Source: an optimization exercise on an open RTL-to-GDS flow (aim: a short achievable clock period and few clock cycles). Production flows keep margins and buffers that such runs may drop. The RTL was checked by simulation tests, not by an equivalence proof against the original design.

==> flow/design.v, too long to show whole: its modules and the start of the top module <==
// module modular_square_simple: 5176 lines
module modular_square_simple
   #(
     parameter int MOD_LEN = 32
    )
   (
    input logic                   clk,
    input logic                   reset,
    input logic                   start,
    input logic [MOD_LEN-1:0]     sq_in,
    output logic [MOD_LEN-1:0]    sq_out,
    output logic                  valid
   );
  // ...
==> flow/flow/run.sh <==
#!/bin/bash
set -o pipefail
cp standard.sh standard.sh.log.txt 2>/dev/null
export BUFFER_PORTS_ARGS="-buffer_cell sky130_fd_sc_hd__buf_4"
bash standard.sh > standard.log 2>&1
==> flow/standard.sh <==
#!/bin/bash
# synth_recipe.tcl (not shown) runs the flow's synth.tcl, then flattens the netlist and writes it again
# the make line also repeats each setting of config.mk as NAME=value (left out here)
make -C /OpenROAD-flow-scripts/flow DESIGN_CONFIG=/design/flow/config.mk WORK_HOME=/design/flow/orfs CLKGATE_MAP_FILE= SYNTH_SCRIPT=/design/flow/synth_recipe.tcl "${@:-finish}"
==> flow/config.mk <==
export PLATFORM = sky130hd
export DESIGN_NAME = modular_square_simple
export DESIGN_NICKNAME = modular_square_simple
export VERILOG_FILES = /design/flow/design.v
export SDC_FILE = /design/flow/constraint.sdc
export NUM_CORES = 4
export LEC_CHECK = 0
export CAP_MARGIN = 20
export CORE_MARGIN = 2
export CORE_UTILIZATION = 25
export SLEW_MARGIN = 20
==> flow/constraint.sdc <==
create_clock -name core_clock -period 100.0 [get_ports {clk}]
set_input_delay 20.0000 -clock core_clock [delete_from_list [all_inputs] [get_ports {clk}]]
set_output_delay 20.0000 -clock core_clock [all_outputs]
set_load 0.01 [all_outputs]
==> results by group, run 1 <==
Floorplan
  • Total core area: 207000 µm²
  • Initial Util: 0.251
  • Number of primary I/O pins: 68
  • Tapcells: 2704
  • Die Area: 211000 µm²

Route
  • Wl on met1: 99600 µm
  • Vias per cell: 5.50

Clock tree
  • CTS buffer count: 9
  • H-tree lvl count: 3
  • CTS tree: done
  • Hold_buf cts: 0

Finish
  • Share of layout cells above drive strength 1: 0.0466
  • Multi-input gates: 5657
  • Multi-input combinational cell area: 44800 µm²
  • Signal buf overhead: 0.0240
  • Filler Cells Inserted: 22.7k
  • Most frequent cells in the layout: inv_1, nor2_1, nand2_1

Setup path
  • Crit-path cells: buf_4
  • Critical Path Stages: 1
  • WP data required: 80.00 ns
  • FF-to-FF path depth: 51
  • R2R Setup Slk: 82.19 ns
  • WS Path Type: register to primary output

Synthesis
  • Main synth FF type: dfxtp_1
  • Synth top area share: 0.326
  • Compound-Gate Fraction of Synth Area: 0.242
  • Post-synthesis register bit count: 66
  • Post-synth EDFFs: 0
  • Synth Area in XOR/XNOR: 0.0250
  • Simple-gate share of the synthesized area: 0.185

STA
  • Final setup viols: 0
  • Post-route setup slack: 79.14 ns
  • Slew Limit Fails: 0
  • RSZ-0062 raised after global routing: no
  • Post-layout minimum cycle time: 20.86 ns

Run
  • MaxCap Viol Count: 0

Run status
  • Status: complete, no violations

GRT
  • Vias in the first global route: 50.2k
  • All-Layer GR Usage: 0.223
  • GRT met2 Usage: 0.355
  • GR Util met1: 0.299

Hold path
  • Hold wc startpoint: running$_SDFFE_PP0P_
Testbench counts, summed over its fixed seeds: cycles 2,080.
==> inputs of run 2 (changes only) <==
==> flow/run.sh (new file) <==
#!/bin/bash
# synth_recipe.tcl (not shown) runs the flow's synth.tcl, then flattens the netlist and writes it again
# the make line also repeats each setting of config.mk as NAME=value (left out here)
make -C /OpenROAD-flow-scripts/flow DESIGN_CONFIG=/design/flow/config.mk WORK_HOME=/design/flow/orfs CLKGATE_MAP_FILE= SYNTH_SCRIPT=/design/flow/synth_recipe.tcl finish
removed: flow/flow/run.sh
removed: flow/standard.sh
==> results by group, run 2 <==
Finish
  • Top flop regs: cur_sq (32), in_q (32) (unchanged)
  • Final net count: 8138 (was 8140)
  • Area delta synth->final: 6.60% (was 6.32%)
  • Share of layout cells above drive strength 1: 0.0371 (was 0.0466)
  • Final Util: 0.268 (was 0.267)
  • Filler Cells Inserted: 22.6k (was 22.7k)
  • Multi-input combinational cell area: 44800 µm² (about the same)
  • Commonest non-fill, non-tap cell in the layout: inv_1 (unchanged)
  • Most frequent cells in the layout: inv_1, nor2_1, nand2_1 (unchanged)
  • FF+latch area: 1320 µm² (unchanged)

Clock tree
  • Clk Latency, worst-skew pair: 0.33 ns (about the same)
  • CTS buffer count: 9 (unchanged)
  • CTS tree: done (unchanged)
  • CTS root buf: clkbuf_16 (unchanged)
  • # Post-CTS Setup Buffers: 0 (unchanged)
  • Hold_buf cts: 0 (unchanged)
  • Clock Sinks: 66 (unchanged)
  • H-tree lvl count: 3 (unchanged)
  • Clk buf depth: 2 (unchanged)
  • Post-CTS sizing: 0 (unchanged)
  • Clock-pin slew on the worst setup and hold paths: 0.06 ns (about the same)

Setup path
  • FF-to-FF path depth: 45 (was 51)
  • WP data required: 80.00 ns (about the same)
  • Critical Path Stages: 1 (unchanged)
  • Worst path top cell family by delay: buffers and inverters (was flip-flops)
  • Worst R2R End: cur_sq[24]$_SDFF_PP0_ (unchanged)
  • Endpoint class of the critical path: primary output (unchanged)
  • Type of origin of the critical path: register (unchanged)
  • CP peak stage delay: 0.63 ns (was 0.37 ns)
  • CP max FO: 3 (unchanged)
  • Crit-path cells: clkdlybuf4s50_1 (was buf_4)
  • WP data arrival: 1.32 ns (was 0.86 ns)
  • CP max-delay cell: clkdlybuf4s50_1 (was dfxtp_1)
  • Launching point of the worst reg2reg path: cur_sq[25]$_SDFF_PP0_ (was cur_sq[29]$_SDFF_PP0_)
  • R2R Setup Slk: 81.95 ns (was 82.19 ns)
  • Buffers and inverters on the worst path: 1 (unchanged)
  • WS Path Type: register to primary output (unchanged)

Synthesis
  • Post-Synthesis Cells: 7275 (unchanged)
  • Synth area leaders: fa_1, inv_1, ha_1, nor2_1, nand2_1 (unchanged)
  • Synth cell types: 101 (unchanged)
  • Syn nets: 8439 (unchanged)
  • Ys async rst share: 0 (unchanged)
  • Main synth FF type: dfxtp_1 (unchanged)
  • Cell taking the most area after synthesis: fa_1 (unchanged)
  • Synthesis Warnings: 1 (unchanged)
  • Post-synth top cells: inv_1, nor2_1, nand2_1, fa_1, a21oi_1 (unchanged)
  • Post-synthesis register bit count: 66 (unchanged)
  • Syn avg cell area: 7.13 µm² (unchanged)
  • Register area share after synthesis: 0.0255 (unchanged)
  • Post-synthesis cell area: 51900 µm² (unchanged)
  • Post-synth EDFFs: 0 (unchanged)
  • Top-count cell post-synth: inv_1 (unchanged)
  • Synth top area share: 0.326 (unchanged)

STA
  • Crit share post-route: 0.213 (was 0.209)
  • Post-route setup slack: 78.68 ns (was 79.14 ns)
  • Max_slew headroom: 0.168 (was 0.214)
  • Max Clock Skew: 0.00545 ns (was 0.00870 ns)
  • Worst slew pin tran: 1.23 ns (was 1.17 ns)
  • Post-layout minimum cycle time: 21.32 ns (was 20.86 ns)
  • Final hold viol count: 0 (unchanged)
  • Slew Limit Fails: 0 (unchanged)
  • Final setup viols: 0 (unchanged)
  • Setup TNS Final: 0 ns (unchanged)
  • Worst hold slack: 0.460 ns (was 0.474 ns)
  • RSZ-0062 raised after global routing: no (unchanged)
  • Max frequency: 0.0469 GHz (was 0.0479 GHz)

Route
  • DRT iter0 DRCs: 7686 (was 7869)
  • Wire length per cell: 25.3 µm (was 25.1 µm)
  • Post-DRT Antenna Nets: 0 (unchanged)
  • Routed wire length: 245000 µm (was 243000 µm)
  • DR vias: 53.2k (was 53.3k)
  • # DRC: 0 (unchanged)
  • Vias per cell: 5.49 (was 5.50)
  • Pre-antenna DRT Iters: 7 (was 8)

GRT
  • All-Layer GR Usage: 0.225 (was 0.223)
  • Grt ovf: 0 (unchanged)
  • Vias in the first global route: 50.7k (was 50.2k)
  • Initial antenna violation count: 2 (was 4)
  • Largest net degree at the start of global routing: 92 (was 76)
  • First-pass GRT wire length: 354000 µm (was 351000 µm)

Floorplan
  • Number of primary I/O pins: 68 (unchanged)
  • Total core area: 207000 µm² (unchanged)
  • Die Area: 211000 µm² (unchanged)
  • Die Span X: 460 µm (unchanged)
  • Cell Rows: 167 (unchanged)
  • DIE HEIGHT: 460 µm (unchanged)
  • Initial Util: 0.251 (unchanged)

Run status
  • Status: complete, no violations (unchanged)

Placed design
  • GPL Wtd Cong: 1.03 (was 1.04)
  • Post-DP HPWL: 200000 µm (was 199000 µm)
  • Port Buffers: 67 (unchanged)
  • Place WS: 78.58 ns (was 79.06 ns)

Hold path
  • Worst hold path depth: 2 (was 1)
  • Hold Path Class: register to register (unchanged)
  • Hold EP: running$_SDFFE_PP0P_ (was valid$_SDFF_PP0_)
  • Hold wc startpoint: running$_SDFFE_PP0P_ (unchanged)

Run
  • MaxCap Viol Count: 0 (unchanged)
-- run 2: cell counts after synthesis --
No cell type changed its count.
-- run 2: layout make-up --
cell class | instances | share of cell area
clock buffers | 9 | 0.00407
repair buffers | 175 | 0.0268
flip-flops and latches | 66 | 0.0239
inverters | 1065 | 0.0723
diodes | 2 | 0.0000905
well taps | 2704 | 0.0612
multi-input cells | 5657 | 0.810
clock inverters | 7 | 0.00183
-- run 2: stage by stage --
step,area [µm²],instances
floorplan,51900,7275
global placement,55000,9666
detailed placement,55000,9666
CTS,55300,9682
global route,55300,9683
finish,55300,9685
-- run 2: worst max path at each step --
stage | start | to | slack [ns]
2_1_floorplan | reset | cur_sq[22]$_SDFF_PP0_ | 79.09
3_3_place_gp | reset | cur_sq[21]$_SDFF_PP0_ | 78.59
5_1_grt | cur_sq[10]$_SDFF_PP0_ | sq_out[10] | 78.67
3_5_place_dp | reset | cur_sq[21]$_SDFF_PP0_ | 78.58
6_report | cur_sq[6]$_SDFF_PP0_ | sq_out[6] | 78.68
4_1_cts | cur_sq[6]$_SDFF_PP0_ | sq_out[6] | 78.70
-- run 2: per-layer routing --
metal  GRT usage  wire (µm)
met5     0.00184         52
met1       0.297      98700
met3      0.0371      22100
met2       0.364     111000
met4      0.0932      13300
-- run 2: cells by family (layout without fill, tap and decap cells) --
family | after synthesis | in the layout | synth area share
and+or+nand+nor | 2282 | 2282 | 0.185
AOI/OAI and AO/OA | 2030 | 2030 | 0.242
muxes | 66 | 66 | 0.0137
xor gates and xnor gates | 147 | 147 | 0.0250
adders and majority gates | 1132 | 1132 | 0.395
DFF | 66 | 66 | 0.0255
other | 0 | 2 | 0
buffers and inverters | 1552 | 1256 | 0.114
==> inputs of run 3 (changes only) <==
--- a/flow/config.mk
+++ b/flow/config.mk
@@ -8,4 +8,4 @@
 export CAP_MARGIN = 20
 export CORE_MARGIN = 2
 export CORE_UTILIZATION = 25
-export SLEW_MARGIN = 20
+export SLEW_MARGIN = 90
==> results by group, run 3 <==
GRT
  • Largest net degree at the start of global routing: 34

Clock tree
  • CTS buffer count: 9 (unchanged)
  • Clk buf depth: 2 (unchanged)
  • Post-CTS sizing: 0 (unchanged)
  • # Post-CTS Setup Buffers: 0 (unchanged)
  • Clock Sinks: 66 (unchanged)
  • Hold_buf cts: 0 (unchanged)
  • H-tree lvl count: 3 (unchanged)
  • CTS root buf: clkbuf_16 (unchanged)

Floorplan
  • Die Span X: 460 µm (unchanged)
  • DIE HEIGHT: 460 µm (unchanged)
  • Number of primary I/O pins: 68 (unchanged)
  • Cell Rows: 167 (unchanged)
  • Initial Util: 0.251 (unchanged)

Synthesis
  • Syn avg cell area: 7.13 µm² (unchanged)
  • Post-synth top cells: inv_1, nor2_1, nand2_1, fa_1, a21oi_1 (unchanged)
  • Post-Synthesis Cells: 7275 (unchanged)
  • Post-synthesis register bit count: 66 (unchanged)
  • Ys async rst share: 0 (unchanged)
  • Syn nets: 8439 (unchanged)
  • Synth top area share: 0.326 (unchanged)
  • Post-synth EDFFs: 0 (unchanged)
  • Synth cell types: 101 (unchanged)
  • Register area share after synthesis: 0.0255 (unchanged)
  • Cell taking the most area after synthesis: fa_1 (unchanged)
  • Post-synthesis cell area: 51900 µm² (unchanged)
  • Main synth FF type: dfxtp_1 (unchanged)
  • Top-count cell post-synth: inv_1 (unchanged)
  • Synthesis Warnings: 1 (unchanged)
  • Synth area leaders: fa_1, inv_1, ha_1, nor2_1, nand2_1 (unchanged)

Run status
  • Status: stopped before the end (was complete, no violations)
  • Failed at: global routing (5_1_grt)
  • Err: [ERROR GRT-0116] Global routing finished with congestion. Check the congestion regions in the DRC Viewer.

Placed design
  • GPL Wtd Cong: 1.03 (unchanged)
  • Port Buffers: 67 (unchanged)
  • Post-DP HPWL: 437000 µm (was 200000 µm)
  • Total placed cells including tap cells: 15.2k (was 9666)
-- run 3: how the worst min path moves through the flow --
stage | end | slack [ns] | depth (start not counted)
CTS | valid$_SDFF_PP0_ | 0.50 | 1
global placement | valid$_SDFF_PP0_ | 0.47 | 1
detailed placement | valid$_SDFF_PP0_ | 0.48 | 1
floorplan | running$_SDFFE_PP0P_ | 0.43 | 2
-- run 3: stage by stage --
stage	instance area [µm²]	setup slack (ns)
after floorplan	51900	79.09
after global placement	55000	78.59
after detailed placement	130000	35.70
after CTS	130000	34.85
-- run 3: cell families after synthesis --
logic type,after synthesis,synth area share
XOR/XNOR,147,0.0250
buffers and inverters,1552,0.114
AND/OR/NAND/NOR,2282,0.185
AO/OA/AOI/OAI,2030,0.242
multiplexers,66,0.0137
flip-flops,66,0.0255
adder cells (fa/ha/maj),1132,0.395
==> inputs of run 4 (changes only) <==
==> flow/flow/run.sh (new file) <==
#!/bin/bash
set -o pipefail
export BUFFER_PORTS_ARGS="-buffer_cell sky130_fd_sc_hd__buf_6"
export PRE_DETAIL_PLACE_TCL="$PWD/flow/pre_dp.tcl"
bash standard.sh > standard.log 2>&1
==> flow/flow/pre_dp.tcl (new file) <==
# Before detailed placement: the result flip-flops drive the sq_out port
# buffers directly; give them the stronger dfxtp_2 (same function).
foreach i [get_cells {cur_sq*}] {
  if {[get_property $i ref_name] eq "sky130_fd_sc_hd__dfxtp_1"} {
    replace_cell $i sky130_fd_sc_hd__dfxtp_2
  }
}
==> flow/standard.sh (new file) <==
#!/bin/bash
# synth_recipe.tcl (not shown) runs the flow's synth.tcl, then flattens the netlist and writes it again
# the make line also repeats each setting of config.mk as NAME=value (left out here)
make -C /OpenROAD-flow-scripts/flow DESIGN_CONFIG=/design/flow/config.mk WORK_HOME=/design/flow/orfs CLKGATE_MAP_FILE= SYNTH_SCRIPT=/design/flow/synth_recipe.tcl "${@:-finish}"
--- a/flow/config.mk
+++ b/flow/config.mk
@@ -8,4 +8,4 @@
 export CAP_MARGIN = 20
 export CORE_MARGIN = 2
 export CORE_UTILIZATION = 25
-export SLEW_MARGIN = 90
+export SLEW_MARGIN = 20
removed: flow/run.sh
==> results by group, run 4 <==
Run status
  • Status: complete, no violations (was stopped before the end)

Synthesis
  • Main synth FF type: dfxtp_1 (unchanged)
  • Syn nets: 8439 (unchanged)
  • Synthesis Warnings: 1 (unchanged)
  • Synth area leaders: fa_1, inv_1, ha_1, nor2_1, nand2_1 (unchanged)
  • Post-synth EDFFs: 0 (unchanged)
  • Syn avg cell area: 7.13 µm² (unchanged)
  • Post-synthesis cell area: 51900 µm² (unchanged)
  • Post-Synthesis Cells: 7275 (unchanged)
  • Ys async rst share: 0 (unchanged)
  • Synth cell types: 101 (unchanged)
  • Post-synthesis register bit count: 66 (unchanged)
  • Register area share after synthesis: 0.0255 (unchanged)
  • Cell taking the most area after synthesis: fa_1 (unchanged)
  • Post-synth top cells: inv_1, nor2_1, nand2_1, fa_1, a21oi_1 (unchanged)
  • Synth top area share: 0.326 (unchanged)
  • Top-count cell post-synth: inv_1 (unchanged)

STA
  • Worst slew pin tran: 1.26 ns
  • Post-layout minimum cycle time: 20.81 ns
  • Final setup viols: 0
  • Crit share post-route: 0.208
  • Slew Limit Fails: 0
  • Max Clock Skew: 0.00882 ns
  • Setup TNS Final: 0 ns
  • Max_slew headroom: 0.148
  • Final hold viol count: 0
  • RSZ-0062 raised after global routing: no
  • Worst hold slack: 0.469 ns
  • Post-route setup slack: 79.19 ns
  • Max frequency: 0.0481 GHz

Route
  • Routed wire length: 238000 µm
  • Post-DRT Antenna Nets: 0
  • Wire length per cell: 24.6 µm
  • Pre-antenna DRT Iters: 7
  • DRT iter0 DRCs: 7869
  • DR vias: 53.7k
  • # DRC: 0
  • Vias per cell: 5.55

Placed design
  • Port Buffers: 67 (unchanged)
  • Total placed cells including tap cells: 9658 (was 15.2k)
  • Place WS: 79.18 ns (was 35.70 ns)
  • Placed Area: 55000 µm² (was 130000 µm²)
  • Post-DP HPWL: 193000 µm (was 437000 µm)
  • GPL Wtd Cong: 1.02 (was 1.03)

Finish
  • Commonest non-fill, non-tap cell in the layout: inv_1
  • Final net count: 8130
  • Share of layout cells above drive strength 1: 0.0499
  • Non-filler cells, final: 9676
  • Area delta synth->final: 6.64%
  • Final instance area: 55300 µm²
  • Top flop regs: cur_sq (32), in_q (32)
  • Most frequent cells in the layout: inv_1, nor2_1, nand2_1

Setup path
  • CP Launch Point: cur_sq[7]$_SDFF_PP0_
  • Worst path top cell family by delay: flip-flops
  • CP peak stage delay: 0.36 ns
  • CP Capture Point: sq_out[7]
  • Endpoint class of the critical path: primary output
  • Launching point of the worst reg2reg path: in_q[4]$_SDFF_PN0_
  • WP data required: 80.00 ns
  • Buffers and inverters on the worst path: 1
  • Crit-path cells: buf_6
  • Worst R2R End: cur_sq[24]$_SDFF_PP0_
  • FF-to-FF path depth: 49
  • WP data arrival: 0.81 ns
  • WS Path Type: register to primary output
  • Type of origin of the critical path: register
  • CP max FO: 3
  • Critical Path Stages: 1
  • CP max-delay cell: dfxtp_2
  • R2R Setup Slk: 82.18 ns

Clock tree
  • Clock-pin slew on the worst setup and hold paths: 0.06 ns
  • CTS tree: done
  • Clk buf depth: 2 (unchanged)
  • Post-CTS sizing: 0 (unchanged)
  • Hold_buf cts: 0 (unchanged)
  • # Post-CTS Setup Buffers: 0 (unchanged)
  • CTS root buf: clkbuf_16 (unchanged)
  • H-tree lvl count: 3 (unchanged)
  • Clk Latency, worst-skew pair: 0.33 ns
  • Clock Sinks: 66 (unchanged)
  • CTS buffer count: 9 (unchanged)

GRT
  • First-pass GRT wire length: 345000 µm
  • Grt ovf: 0
  • All-Layer GR Usage: 0.218
  • Vias in the first global route: 50.9k
  • Initial antenna violation count: 2
  • Largest net degree at the start of global routing: 84

Floorplan
  • Die Area: 211000 µm²
  • DIE HEIGHT: 460 µm (unchanged)
  • Total core area: 207000 µm²
  • Number of primary I/O pins: 68 (unchanged)
  • Initial Util: 0.251 (unchanged)
  • Die Span X: 460 µm (unchanged)
  • Cell Rows: 167 (unchanged)

Hold path
  • Hold Path Class: register to register

Run
  • MaxCap Viol Count: 0
==> run 4: cell counts after synthesis <==
No cell type changed its count.
==> run 4: worst min-delay path by stage <==
stage | start | end | slack, ns | cells past startpoint
floorplan | running$_SDFFE_PP0P_ | running$_SDFFE_PP0P_ | 0.43 | 2
global placement | running$_SDFFE_PP0P_ | valid$_SDFF_PP0_ | 0.46 | 1
detailed placement | running$_SDFFE_PP0P_ | running$_SDFFE_PP0P_ | 0.46 | 2
CTS | running$_SDFFE_PP0P_ | running$_SDFFE_PP0P_ | 0.47 | 2
global route | running$_SDFFE_PP0P_ | valid$_SDFF_PP0_ | 0.48 | 1
finish | running$_SDFFE_PP0P_ | running$_SDFFE_PP0P_ | 0.47 | 2
==> run 4: final cells by class <==
cell class                 instances  area (µm²)
fill                           22595      151000
clock buffer                      11         243
inverter                        1065        4000
tap                             2704        3380
clock inverter                     5        53.8
multi-input combinational       5657       44800
antenna                            1        2.50
timing repair buffer             167        1500
sequential                        66        1360
==> run 4: cells by family after synthesis <==
logic type | Yosys count | synth area share
fa+ha+maj | 1132 | 0.395
flops | 66 | 0.0255
mux | 66 | 0.0137
compound gates | 2030 | 0.242
xor+xnor | 147 | 0.0250
simple gates | 2282 | 0.185
buf+inv | 1552 | 0.114
==> run 4: through the flow <==
stage | utilization
floorplan | -
global placement | 0.266
detailed placement | 0.266
CTS | 0.268
global route | 0.268
finish | 0.268
==> run 4: layer usage <==
layer,share of wire,vias to the layer above,GRT usage
li1,-,23309,-
met1,0.39,26363,0.284
met2,0.44,3390,0.337
met3,0.11,668,0.0465
met4,0.066,4,0.112
met5,0.000097,-,0

re-timing with driven ports:
In the flow no input, the clock included, has a driving cell. The finished layouts below were timed again as built, in two steps.
Step 1 assumes that a clkbuf_16 drives the clock port and a buf_2 every other input.
Step 2 moves the port delays by t, midway between the first and last clock arrival at a register: inputs arrive t later, outputs are due t later. That takes back most of the time a late clock gives input paths.
Three values: ideal ports, drivers, drivers and shift; two values: the first two.
| run | shift t [ns] | setup WS [ns] | worst setup path after step 2 |
|---|---|---|---|
| run 1 | 0.361 | 79.137 / 79.104 / 79.034 | input to register |
| run 2 | 0.362 | 78.679 / 78.646 / 78.539 | input to register |
| run 4 | 0.355 | 79.195 / 79.165 / 79.111 | input to register |
After both steps every run listed still meets setup and hold. The setup slack of run 2, which loses most, moves by -0.033 ns with the drivers and by -0.140 ns with both steps.
